Source: an optimization exercise on an open RTL-to-GDS flow (aim: small area, a short achievable clock period and few clock cycles). Production flows keep margins and buffers that such runs may drop. The RTL was checked by simulation tests, not by an equivalence proof against the original design. Power figures rest on the tool's default switching activity, not on a simulated workload.

### flow/run.sh
#!/bin/bash
# synth_recipe.tcl (not shown) runs the flow's synth.tcl, then flattens the netlist and writes it again
# the make line also repeats each setting of config.mk as NAME=value (left out here)
make -C /OpenROAD-flow-scripts/flow DESIGN_CONFIG=/design/flow/config.mk WORK_HOME=/design/flow/orfs CLKGATE_MAP_FILE= SYNTH_SCRIPT=/design/flow/synth_recipe.tcl finish
### flow/config.mk
export PLATFORM = sky130hd
export DESIGN_NAME = CPU
export DESIGN_NICKNAME = CPU
export VERILOG_FILES = /design/flow/design.v
export SDC_FILE = /design/flow/constraint.sdc
export NUM_CORES = 4
export LEC_CHECK = 0
export CAP_MARGIN = 20
export CORE_MARGIN = 2
export CORE_UTILIZATION = 40
export PLACE_DENSITY = 0.6
export SLEW_MARGIN = 20
### flow/constraint.sdc
create_clock -name core_clock -period 10.0 [get_ports {clk}]
set_input_delay 2.0000 -clock core_clock [delete_from_list [all_inputs] [get_ports {clk}]]
set_output_delay 2.0000 -clock core_clock [all_outputs]
set_load 0.01 [all_outputs]
### flow/design.v
module ALU32 (
    in1, in2, op, out
);
    input wire [31:0] in1, in2;
    input wire [5:0] op;
    output reg [31:0] out;
    always @(*) begin
        case(op)
				1: out = in1+in2;							 
				2: out = in1-in2;							 
				3: out = in1&in2;							 
				4: out = in1|in2;							 
				5: out = in1^in2;							 
				6: out = in1<<in2[4:0];					 
				7: out = in1>>in2[4:0];					 
				8: out = $signed(in1)>>>in2[4:0];			 
				9: out = ($signed(in1)<$signed(in2))? 1:0;	 
				10: out = (in1<in2)? 1:0;					 
				11: out = (in1==in2) ? 1:0; 					 
				12: out = (in1!=in2) ? 1:0; 					 
				13: out = ($signed(in1)>=$signed(in2))? 1:0;	 
				14: out = (in1>=in2)? 1:0;					 
				15: out = in2;
				default: out = 0;
		  endcase
    end
endmodule
module Decoder (
    input [31:0] idata,
    output reg [5:0] op,         
    output reg alu_in2_sel,
    output reg [31:0] imm,
    output reg [4:0] ld_st,     
    output reg [1:0] rd_sel,
    output we_rf,            
    output reg [1:0] pc_sel     
);
    reg rf_we;
    assign we_rf = rf_we&(idata[11:7]!=0);
    always @(*) begin
        imm=0;
        op=0;
        alu_in2_sel=1; 
        rd_sel=0;   
        rf_we=0;    
        pc_sel=0;   
        ld_st=0;
        casez (idata[6:0])
            7'b0110111: begin  
                            imm = idata&32'hfffff000;
                            op = 15;
                            rf_we=1;
                        end
            7'b0010111: begin  
                            imm = idata&32'hfffff000;
                            rd_sel = 3;
                            rf_we=1;
                        end 
            7'b1101111: begin   
                            rf_we = 1;
                            rd_sel = 2;
                            pc_sel = 1;
                            imm = {{12{idata[31]}},idata[19:12],idata[20],idata[30:21],1'b0};
                        end
            7'b1100111: begin  
                            rf_we = 1;
                            rd_sel = 2;
                            pc_sel = 2;  
                            op=1;        
                            imm = {{20{idata[31]}},idata[31:20]};
                        end
            7'b1100011: begin
                            imm = {{20{idata[31]}},idata[7],idata[30:25],idata[11:8],1'b0};
                            case (idata[14:12])
                                3'b000 : op=11;     
                                3'b001 : op=12;     
                                3'b100 : op=9;      
                                3'b101 : op=13;     
                                3'b110 : op=10;      
                                3'b111 : op=14;     
                                default: op=0;
                            endcase
                            alu_in2_sel=0;  
                            pc_sel =3;  
                        end
            7'b0000011: begin 
                        imm = {{20{idata[31]}},idata[31:20]}; 
                        op=1 ;  
                        rd_sel=1;
                        ld_st[4]=idata[14];  
                        rf_we=1;  
                        casez (idata[14:12])
                            3'bz00: ld_st[3:2]=1;  
                            3'bz01: ld_st[3:2]=2;  
                            3'b010: ld_st[3:2]=3;    
                            default: begin ld_st[3:2]=0;
                                        rf_we=0; 
                                     end
                        endcase
                        end
            7'b0100011: begin  
                        imm = {{20{idata[31]}},idata[31:25],idata[11:7]};
                        op=1;
                        case (idata[14:12])
                            3'b000: ld_st[1:0]=1;
                            3'b001: ld_st[1:0]=2;
                            3'b010: ld_st[1:0]=3;
                            default: begin ld_st[1:0]=0;
                                     end
                        endcase                     
                        end
            7'b0010011: begin
                rf_we = 1;  
                rd_sel = 0;  
                alu_in2_sel =1; 
                casez({idata[31:25],idata[14:12]})
                    10'bzzzzzzz000: begin op=1;  
                                        imm = {{20{idata[31]}},idata[31:20]};
                                    end
                    10'bzzzzzzz010: begin op=9;  
                                        imm = {{20{idata[31]}},idata[31:20]};
                                    end
                    10'bzzzzzzz011: begin op=10;  
                                        imm = {{20{idata[31]}},idata[31:20]};  
                                    end
                    10'bzzzzzzz100: begin op=5;  
                                        imm = {{20{idata[31]}},idata[31:20]};  
                                    end
                    10'bzzzzzzz110: begin op=4;  
                                        imm = {{20{idata[31]}},idata[31:20]};
                                    end
                    10'bzzzzzzz111: begin op=3;  
                                        imm = {{20{idata[31]}},idata[31:20]};
                                    end
                    10'b0000000001: begin op=6;  
                                        imm = {27'b0,idata[24:20]};
                                    end 
                    10'b0000000101: begin op=7;  
                                        imm = {27'b0,idata[24:20]};
                                    end
                    10'b0100000101: begin op=8;  
                                        imm = {27'b0,idata[24:20]};
                                    end
                    default: rf_we = 0; 
                endcase
                end
            7'b0110011: begin
                rf_we = 1;
                rd_sel = 0;  
                alu_in2_sel =0;
                case({idata[31:25],idata[14:12]})
                    10'b0000000000: op=1;  
                    10'b0100000000: op=2;  
                    17'b0000000001: op=6;  
                    17'b0000000010: op=9;  
                    17'b0000000011: op=10;  
                    17'b0000000100: op=5;  
                    17'b0000000101: op=7;  
                    17'b0100000101: op=8;  
                    17'b0000000110: op=4;  
                    17'b0000000111: op=3;  
                    default: rf_we=0;
                endcase
                end
            default: op=0;
        endcase
    end
endmodule
module forwarder(
	input [4:0] rs1,rs2,   
	input [4:0] rd1,rd2,		 
	input rd_valid1,rd_valid2,	
	output reg [1:0] rv1_sel,rv2_sel
);
	always @(*) begin
		if (rs1==rd1 && rd_valid1==1)
			rv1_sel=1;
		else if (rs1==rd2 && rd_valid2==1) 
			rv1_sel=2;	
		else
			rv1_sel=0;
		if (rs2==rd1 && rd_valid1==1)
			rv2_sel=1; 
		else if (rs2==rd2 && rd_valid2==1) 
			rv2_sel=2; 
		else
			rv2_sel=0; 
	end
endmodule
module RF (
    input wire [4:0] rs1,rs2,rd,
    input wire we,
    input clk,
    input wire [31:0] rwdata,
    output wire [31:0] rv1,rv2,x31
);
    reg[31:0] rf_mem [0:31];
    assign x31 = rf_mem[5'b11111];
    assign rv1 = (rs1==0) ? 32'b0 : rf_mem[rs1];
    assign rv2 = (rs2==0) ? 32'b0 : rf_mem[rs2];
    always @(posedge clk) begin
        if (we==1) begin
            if(rd)
                rf_mem[rd]<=rwdata;
            else
                rf_mem[rd]<=0;
        end
    end
endmodule
module shifter(
    input [31:0] rv2,
    output reg [31:0] mod_drdata,
    input [4:0] ld_st,
    input [31:0] daddr,
    input [31:0] drdata,
    output reg [3:0] we,
    output reg [31:0] dwdata
);
    always @(*) begin
    dwdata=0;
    mod_drdata=0;
    we=0;
    casez({ld_st[1:0],daddr[1:0]}) 
        4'b0100: begin dwdata[7:0]  =rv2[7:0];  we=1; end
        4'b0101: begin dwdata[15:8] =rv2[7:0];  we=2; end
        4'b0110: begin dwdata[23:16]=rv2[7:0];  we=4; end
        4'b0111: begin dwdata[31:24]=rv2[7:0];  we=8; end
        4'b100z: begin dwdata[15:0] =rv2[15:0]; we=3; end
        4'b101z: begin dwdata[31:16]=rv2[15:0]; we=12; end
        4'b11zz: begin dwdata=rv2; we=15; end
    endcase
    casez({ld_st[3:2],daddr[1:0]}) 
        4'b0100: mod_drdata = {{24{ld_st[4]? 1'b0:drdata[7]}},drdata[7:0]};
        4'b0101: mod_drdata = {{24{ld_st[4]? 1'b0:drdata[15]}},drdata[15:8]};
        4'b0110: mod_drdata = {{24{ld_st[4]? 1'b0:drdata[23]}},drdata[23:16]};
        4'b0111: mod_drdata = {{24{ld_st[4]? 1'b0:drdata[31]}},drdata[31:24]};
        4'b100z: mod_drdata = {{16{ld_st[4]? 1'b0:drdata[15]}},drdata[15:0]};
        4'b101z: mod_drdata = {{16{ld_st[4]? 1'b0:drdata[31]}},drdata[31:16]};
        4'b11zz: mod_drdata = drdata;
    endcase
    end
endmodule
module stage1(
    input clk,reset,
    input stall, 
    input [31:0] idata, 
    output [31:0] idata_out, 
    input branch_taken, 
    input [31:0] branch_addr, 
    output [31:0] iaddr,
    output reg [31:0] pc,
    output [31:0] address_predicted 
);
    reg [31:0] imm;
    assign iaddr = pc;
    assign idata_out = idata;
    assign address_predicted = pc + imm;
    always @(*) begin
        imm = 32'h4;
        case(idata[6:0])
            7'b1101111 : imm = {{12{idata[31]}},idata[19:12],idata[20],idata[30:21],1'b0}; 
            7'b1100011 : imm = {{20{idata[31]}},idata[7],idata[30:25],idata[11:8],1'b0}; 
        endcase
    end
    always @(posedge clk) begin
        if(reset) begin
            pc <= 0;
        end else begin
            casez ({stall,branch_taken})
                2'b0z : pc <= pc;                
                2'b11 : pc <= branch_addr;       
                2'b10 : pc <= address_predicted; 
            endcase
        end
    end
endmodule
module stage2(
	input [31:0] idata, 
	input branch_taken, state1,  
    output [1:0] rd_sel,
    output reg [1:0] pc_sel,
	output alu_in2_sel,
	output [5:0] op,
	output [31:0] imm,
	output reg [4:0] ld_st,
  	output [4:0] rs1,rs2,rd,
    output reg we_rf,            
	output reg next_state1,
	input we_rf_prev,
	input [1:0] rd_sel_prev,
	input [4:0] rd_prev,
	output reg stall
);
	reg set_nop;
	wire [4:0] ld_st_d; 
	wire we_rf_d;	    
	wire [1:0] pc_sel_d; 
	Decoder dut(.idata(idata),.op(op),.alu_in2_sel(alu_in2_sel),.imm(imm),
			.ld_st(ld_st_d),.rd_sel(rd_sel),.pc_sel(pc_sel_d),.we_rf(we_rf_d));
	assign rs1 = idata[19:15];
	assign rs2 = idata[24:20];
	assign rd  = idata[11:7];
	always @ (*) begin
		case((rd_sel_prev==1)&&(we_rf_prev)&&((rs1==rd_prev)||((alu_in2_sel==0||ld_st_d[1:0]!=0)&&(rs2==rd_prev))))
			1'b0 : stall = 1;  
			1'b1 : stall = 0;  
		endcase
		casez({branch_taken,state1}) 
			2'b1z : begin next_state1 = 1; set_nop = 1; end
			2'b01 : begin next_state1 = 0; set_nop = 1; end
			2'b00 : begin next_state1 = 0; set_nop = 0; end		
		endcase
		case({set_nop,stall}) 
			2'b01: begin we_rf=we_rf_d; ld_st=ld_st_d;pc_sel=pc_sel_d; end
			default: begin we_rf=0; ld_st=0;pc_sel=0; end
		endcase
	end
endmodule
module stage3(
    input [5:0] op,
    input alu_in2_sel,
    input [31:0] imm,  
    output [31:0] alu_out,
    input [31:0] rv1, rv2,
    input [4:0] rs1,rs2,
    input [4:0] rd_em,
    input [31:0] rwdata_em,
    input rd_valid_em,  
    input [4:0] rd_mw,
    input [31:0] rwdata_mw,
    input rd_valid_mw,
    output reg [31:0] frv2, 
    input we_rf, 
    input [1:0] rd_sel,
    output reg rd_valid,
    output reg [31:0] rwdata,
    input [31:0] pc,
    input [1:0] pc_sel,
    input [31:0] address_predicted,
    output reg branch_taken,
    output reg [31:0] branch_address
);
    reg [31:0] in2;
    reg [31:0] frv1;
    wire [1:0] rv1_sel,rv2_sel;
    ALU32 a1(.in1(frv1),.in2(in2),.op(op),.out(alu_out));
    forwarder alu_f1(.rs1(rs1),.rs2(rs2),.rd1(rd_em),.rd2(rd_mw),
        .rd_valid1(rd_valid_em),.rd_valid2(rd_valid_mw),
        .rv1_sel(rv1_sel),.rv2_sel(rv2_sel));
    always @(*) begin
        case(rv1_sel)
            1: frv1 = rwdata_em;
            2: frv1 = rwdata_mw;
            default: frv1 = rv1;
        endcase
        case(rv2_sel)
            1: frv2 = rwdata_em;
            2: frv2 = rwdata_mw;
            default: frv2 = rv2;
        endcase
        case(alu_in2_sel)
            1'b0: in2=frv2;
            1'b1: in2=imm;
        endcase
        rd_valid = 0;
        rwdata = 0;
            case({we_rf,rd_sel})
                3'b100 : begin rd_valid=1; rwdata=alu_out; end           
                3'b110 : begin rd_valid=1; rwdata=pc+4; end  
                3'b111 : begin rd_valid=1; rwdata=pc+imm; end  
            endcase
        branch_taken = 0;  
        casez(pc_sel)
            2'b00 : begin branch_address = pc+4; end 
            2'b01 : begin branch_address = pc+imm; end 
            2'b10 : begin branch_address = (alu_out)&32'hfffffffe; end  
            2'b11 : case (alu_out[0])
                        1'b0: branch_address = pc+4;
                        1'b1: branch_address = pc + imm;
                    endcase
        endcase
        branch_taken = (pc_sel!=0)&&(branch_address!=address_predicted);
    end
endmodule
module stage4(
	input [1:0] rd_sel,
	input [31:0] rwdata_em,
	input [31:0] rv2,
	output reg [31:0] rwdata,
	input [31:0] daddr,
    input [4:0] ld_st,
	input [31:0] drdata,
	output [3:0] we,
	output [31:0] dwdata
);
	wire [31:0] mod_drdata;
	shifter s1(.rv2(rv2),.mod_drdata(mod_drdata),.ld_st(ld_st),.daddr(daddr),
			   .drdata(drdata),.we(we),.dwdata(dwdata));
	always @(*) begin
		casez(rd_sel)
			2'b01 : rwdata = mod_drdata;
			default : rwdata = rwdata_em;
		endcase
	end
endmodule
module CPU(
    input clk,
    input reset,
    input [31:0] idata,    
    output [31:0] iaddr,   
    input [31:0] drdata,   
    output [31:0] daddr,   
    output [31:0] dwdata,  
    output [3:0] we,       
    output [31:0] x31,
    output [31:0] pc    
);  
wire stall;
    wire [95:0] wire1;
    wire [192:0] wire2;
    wire [142:0] wire3;
    wire [37:0] wire4;
    reg [95:0] buf1;
    reg [192:0] buf2;
    reg [109:0] buf3;
    reg [37:0] buf4;
assign daddr = buf3[102:71];
    stage1 I1(.clk(clk),.reset(reset),.idata(idata),.idata_out(wire1[63:32]),
        .address_predicted(wire1[95:64]),.branch_taken(wire3[110]),
        .branch_addr(wire3[142:111]),.iaddr(iaddr),.pc(wire1[31:0]),.stall(stall));
    stage2 I2 (.idata(buf1[63:32]),.branch_taken(wire3[110]),.state1(buf2[0]),
        .rd_sel(wire2[154:153]),.pc_sel(wire2[152:151]),.alu_in2_sel(wire2[7]),.op(wire2[6:1]),
        .imm(wire2[39:8]),.ld_st(wire2[160:156]),.rs1(wire2[108:104]),.rs2(wire2[113:109]),.rd(wire2[118:114]),
        .we_rf(wire2[155]),.next_state1(wire2[0]),
        .we_rf_prev(buf2[155]),.rd_sel_prev(buf2[154:153]),.rd_prev(buf2[118:114]),.stall(stall));
    RF R1(.rs1(wire2[108:104]),.rs2(wire2[113:109]),
        .clk(clk),.rv1(wire2[71:40]),.rv2(wire2[103:72]),.x31(x31),
        .rd(wire4[4:0]),.we(wire4[37]),.rwdata(wire4[36:5]));
    stage3 I3(.op(buf2[6:1]),
              .alu_in2_sel(buf2[7]),
              .imm(buf2[39:8]),
              .alu_out(wire3[102:71]),
              .rv1(buf2[71:40]),
              .rv2(buf2[103:72]),
              .rs1(buf2[108:104]),
              .rs2(buf2[113:109]),
              .rd_em(buf3[4:0]),
              .rwdata_em(buf3[36:5]),
              .rd_valid_em(buf3[37]),
              .rd_mw(buf4[4:0]),
              .rwdata_mw(buf4[36:5]),
              .rd_valid_mw(buf4[37]),
              .frv2(wire3[70:39]),
              .we_rf(buf2[155]),
              .rd_sel(buf2[154:153]),
              .rd_valid(wire3[37]),
              .rwdata(wire3[36:5]),
              .pc(buf2[150:119]),
              .pc_sel(buf2[152:151]),
              .branch_taken(wire3[110]),
              .branch_address(wire3[142:111]),
              .address_predicted(buf2[192:161])
              );
    stage4 I4(.rd_sel(buf3[109:108]),
              .rwdata_em(buf3[36:5]),
              .rv2(buf3[70:39]),
              .rwdata(wire4[36:5]),
              .ld_st(buf3[107:103]),
              .drdata(drdata),
              .we(we),
              .daddr(buf3[102:71]),
              .dwdata(dwdata)
              );
assign pc = wire1[31:0];
assign wire2[192:161] = buf1[95:64]; 
assign wire2[150:119] = buf1[31:0]; 
assign wire3[4:0] = buf2[118:114]; 
assign wire3[38] = buf2[155]; 
assign wire3[107:103] = buf2[160:156]; 
assign wire3[109:108] = buf2[154:153]; 
assign wire4[4:0] = buf3[4:0]; 
assign wire4[37] = buf3[38]; 
always @(posedge clk) begin
    if(reset) begin
        buf1 <= 0;
        buf2 <= 0;
        buf3 <= 0;
        buf4 <= 0;
    end else begin
        if(stall) begin 
            buf1 <= wire1;
        end
            buf2 <= wire2;
            buf3 <= wire3[109:0];
            buf4 <= wire4;
    end
end
endmodule
==> metrics.csv <==
stage,metric,value,unit
drt,1st-pass router iterations,10,
sta,TNS Setup,0,ns
global_routing,most used routing layer,met2,
power_and_ir_drop,worst-case vdd ir drop,0.000200,V
min_path,Worst Hold End,buf2[170]$_SDFF_PP0_,
global_routing,initial antenna violation count,18,
drt,drt total wl,380000,µm
floorplanning,die area,0.207,mm²
clock_tree,# hold bufs at CTS,0,
floorplanning,Initial Utilization,40.3,%
min_path,Hold Crit Class,reg -> reg,
clock_tree,CTS root buffer,clkbuf_16,
global_routing,grt total ovfl,0,
setup_path,CP bufs+invs,3,
clock_tree,H-tree depth,4,
yosys,"Cell Area, Synth",0.0814,mm²
setup_path,cell mode on critical path,mux2i_1,
setup_path,crit end category,flop,
finish,area delta synth->final,14.4,%
power_and_ir_drop,pwr dens,148,mW/mm²
power_and_ir_drop,P_leak,27.9,nW
global_routing,GR Util met2,54.4,%
setup_path,Crit-path slowest cell,nor2_4,
sta,worst clock skew,0.0648,ns
sta,worst-margin pin slew,1.24,ns
setup_path,FF-to-FF setup slack,0.88,ns
outcome,status,no timing/DRC/antenna violations,
setup_path,WP data required,10.75,ns
yosys,Mapped Avg Cell Area,11.9,µm²
finish,fill cell count,18300,
sta,final setup vio count,0,
finish,Multi-input gate area,0.0390,mm²
yosys,largest cells by area after synthesis,"edfxtp_1, mux4_2, dfxtp_1, a21oi_1, mux2i_1",
clock_tree,CTS tree,done,
sta,RSZ-0062 raised after global routing,no,
finish,layout cells sized above 1,18.8,%
clock_tree,Longest Clk Path Bufs,3,
setup_path,Worst R2R Path Depth,28,
floorplanning,core area,0.202,mm²
finish,fin nets,7215,
setup_path,Crit Path Max Fanout,15,
finish,"commonest non-fill, non-tap cells in the layout","edfxtp_1, mux4_2, a21oi_1",
sta,"Slew Viols, Final",0,
global_routing,via count of the first global-routing pass,63000,
yosys,library cells used by synthesis,113,
finish,Final Instance Area,0.0931,mm²
yosys,asr flop ratio synth,0,%
setup_path,Worst EP arrival,9.87,ns
sta,slew margin rel.,16.2,%
setup_path,Startpoint Class,flop,
drt,number of remaining DRC errors,0,
floorplanning,Die Ht,455,µm
floorplanning,placement row count,165,
drt,wire per inst,38.8,µm
drt,ANT nets after route,0,
clock_tree,# resized after CTS,0,
yosys,top-area cell type share of the netlist area,37.8,%
clock_tree,CTS clock-pin slew for the worst setup and hold paths,0.06,ns
sta,Final min period,9.12,ns
global_routing,GRT Overall Usage,36.1,%
placement,count of input and output buffers,229,
drt,Iter 0 DRT Violations,9631,
setup_path,capture point of the worst reg-to-reg path,buf2[157]$_SDFF_PP0_,
yosys,dominant synthesized flop cell,edfxtp_1,
global_routing,largest net degree at the start of global routing,99,
yosys,Mapped Cells,6847,
setup_path,CP top delay family,simple AND/OR/NAND/NOR gates,
finish,"most common cell after layout, fill and taps aside",edfxtp_1,
sta,Fmax achieved,110,MHz
placement,Placed Area,0.0876,mm²
clock_tree,Skew-Pair Late Insertion Delay,0.86,ns
placement,GPL Wtd Cong,1.09,
sta,final cycle utilization of the critical path,91.2,%
setup_path,max incr delay on CP,0.63,ns
yosys,"FF+latch count, synth",1489,
drt,via count,65900,
clock_tree,CTS sink cnt,1489,
setup_path,Setup Crit Path Kind,reg -> reg,
yosys,syn_nets,7076,
clock_tree,setup repair bufs after CTS,0,
drt,vias per cell,6.73,
setup_path,reg2reg start,buf4[1]$_SDFF_PP0_,
global_routing,GRT met1 Usage,47.9,%
sta,hold slack final,0.432,ns
yosys,top cell type by total area after synthesis,edfxtp_1,
floorplanning,Die W,455,µm
yosys,register area share after synthesis,49.2,%
yosys,number of synthesized flops with an enable pin,1024,
min_path,min-delay src,buf1[73]$_SDFFE_PP0N_,
sta,Final Hold Viols,0,
finish,Layout Utilization,46.1,%
placement,Final HPWL DP,268000,µm
power_and_ir_drop,Tot Pwr,0.0138,W
yosys,Yosys Warn Count,10,
clock_tree,CTS buffer count,160,
global_routing,met3 usage,8.25,%
global_routing,first-pass GRT wire length,521000,µm
min_path,hold depth,1,
finish,Reg area,0.0401,mm²
floorplanning,I/O pins,230,
job,Max-Cap Viols,0,
[worst reg2reg max path: cells and delay by family (launching register included)]
kind	cells	cell delay (ns)
fa+ha+maj	1	0.45
buf+inv	3	0.58
xor+xnor	1	0.23
mux	3	0.87
flops	1	0.33
simple gates	14	4.87
compound gates	6	1.69
[area by class of cell]
type / count / area share, %
Inverter: 150 / 0.608
Multi-Input combinational cell: 4647 / 41.9
Clock inverter: 67 / 0.846
Antenna cell: 5 / 0.0134
Timing Repair Buffer: 538 / 5.07
Clock buffer: 229 / 4.86
Sequential cell: 1489 / 43.1
Tap cell: 2672 / 3.59
[power by group]
part / switching [W] / internal (W)
Sequential: 0.0000839 / 0.00655
Clock: 0.00265 / 0.00342
Combinational: 0.000698 / 0.000372
Total: 0.00343 / 0.0103
[Yosys cell counts (33+ instances only)]
master    number
a22o_1        43
a31oi_1       63
buf_4         46
nor2_1       536
a221oi_1      74
and3_1        44
o211ai_1      57
ha_1         159
mux2i_1      227
mux4_2       508
a21oi_1      466
nor3_1       176
mux2_2        81
inv_1        145
xnor2_1       76
edfxtp_1    1024
nand2b_1      44
nand2_1      437
xor2_1        58
o221ai_1      75
and2_1        88
nand3_1      171
clkbuf_1     360
a21o_1        50
nor2b_1      137
o22ai_1      109
dfxtp_1      465
buf_2         45
buf_1         98
a211oi_1      89
o21ai_0      269
nand4_1       38
a22oi_1       33
[worst max-delay path by stage]
stage | from | to | slack [ns] | cells after the start
after floorplan | buf2[7]$_SDFF_PP0_ | I1.pc[13]$_SDFFE_PP0N_ | 2.49 | 30
after CTS | buf4[1]$_SDFF_PP0_ | buf2[157]$_SDFF_PP0_ | 1.04 | 28
final | buf4[1]$_SDFF_PP0_ | buf2[157]$_SDFF_PP0_ | 0.88 | 28
after detailed placement | buf4[1]$_SDFF_PP0_ | buf2[157]$_SDFF_PP0_ | 1.16 | 28
after global placement | buf4[1]$_SDFF_PP0_ | buf2[160]$_SDFF_PP0_ | 1.22 | 29
after global routing | buf4[1]$_SDFF_PP0_ | buf2[157]$_SDFF_PP0_ | 0.34 | 28
[registers in the layout, indices dropped and copies added (netlist names)]
register   cells
R1.rf_mem   1024
I1.pc         32
buf3         110
buf1          95
buf4          38
buf2         190
[layer usage]
metal | share of wire (%) | vias up
li1 | - | 27000
met1 | 39 | 33800
met2 | 44 | 4152
met3 | 10 | 904
met4 | 7.0 | 16
met5 | 0.029 | -
[per-stage QoR]
step	setup slack, ns	instances
final	0.877	9797
after detailed placement	1.16	9493
after global placement	1.22	9490
after global routing	0.338	9793
after floorplan	2.49	6847
after CTS	1.04	9789
[cell families (layout without fill, tap and decap cells)]
family | count (synthesis) | after routing | share of synthesized area [%]
buf+inv | 711 | 984 | 3.67
other cells | 0 | 5 | 0
fa+ha+maj | 163 | 163 | 2.54
compound gates | 1717 | 1717 | 14.4
simple gates | 1815 | 1815 | 10.7
mux | 816 | 816 | 18.0
flops | 1489 | 1489 | 49.2
xor+xnor | 136 | 136 | 1.48
Testbench counts, summed over its fixed seeds: cycles 46,718.

[afterwards: timing with drivers on the ports]
No port has a modelled driver above. Below, the same layout with a new extraction and two added sets of constraints.
Step 1 assumes that a clkbuf_16 drives the clock port and a buf_2 every other input.
Step 2 moves the port delays by t, midway between the first and last clock arrival at a register: inputs arrive t later, outputs are due t later. That takes back most of the time a late clock gives input paths.
Slacks: no drivers / after step 1 / after step 2; pairs: no drivers / after step 1.
t, ns: 0.915
setup WS [ns]: 0.877 / 0.877 / 0.877
worst setup path at the end: register to register
latest minus earliest clock arrival (ns): 0.065 / 0.065
pins driven straight from the clock port: 1
After both steps this run still meets setup and hold. For this run, drivers alone change the setup slack by 0.000 ns; drivers and shift together by 0.000 ns.
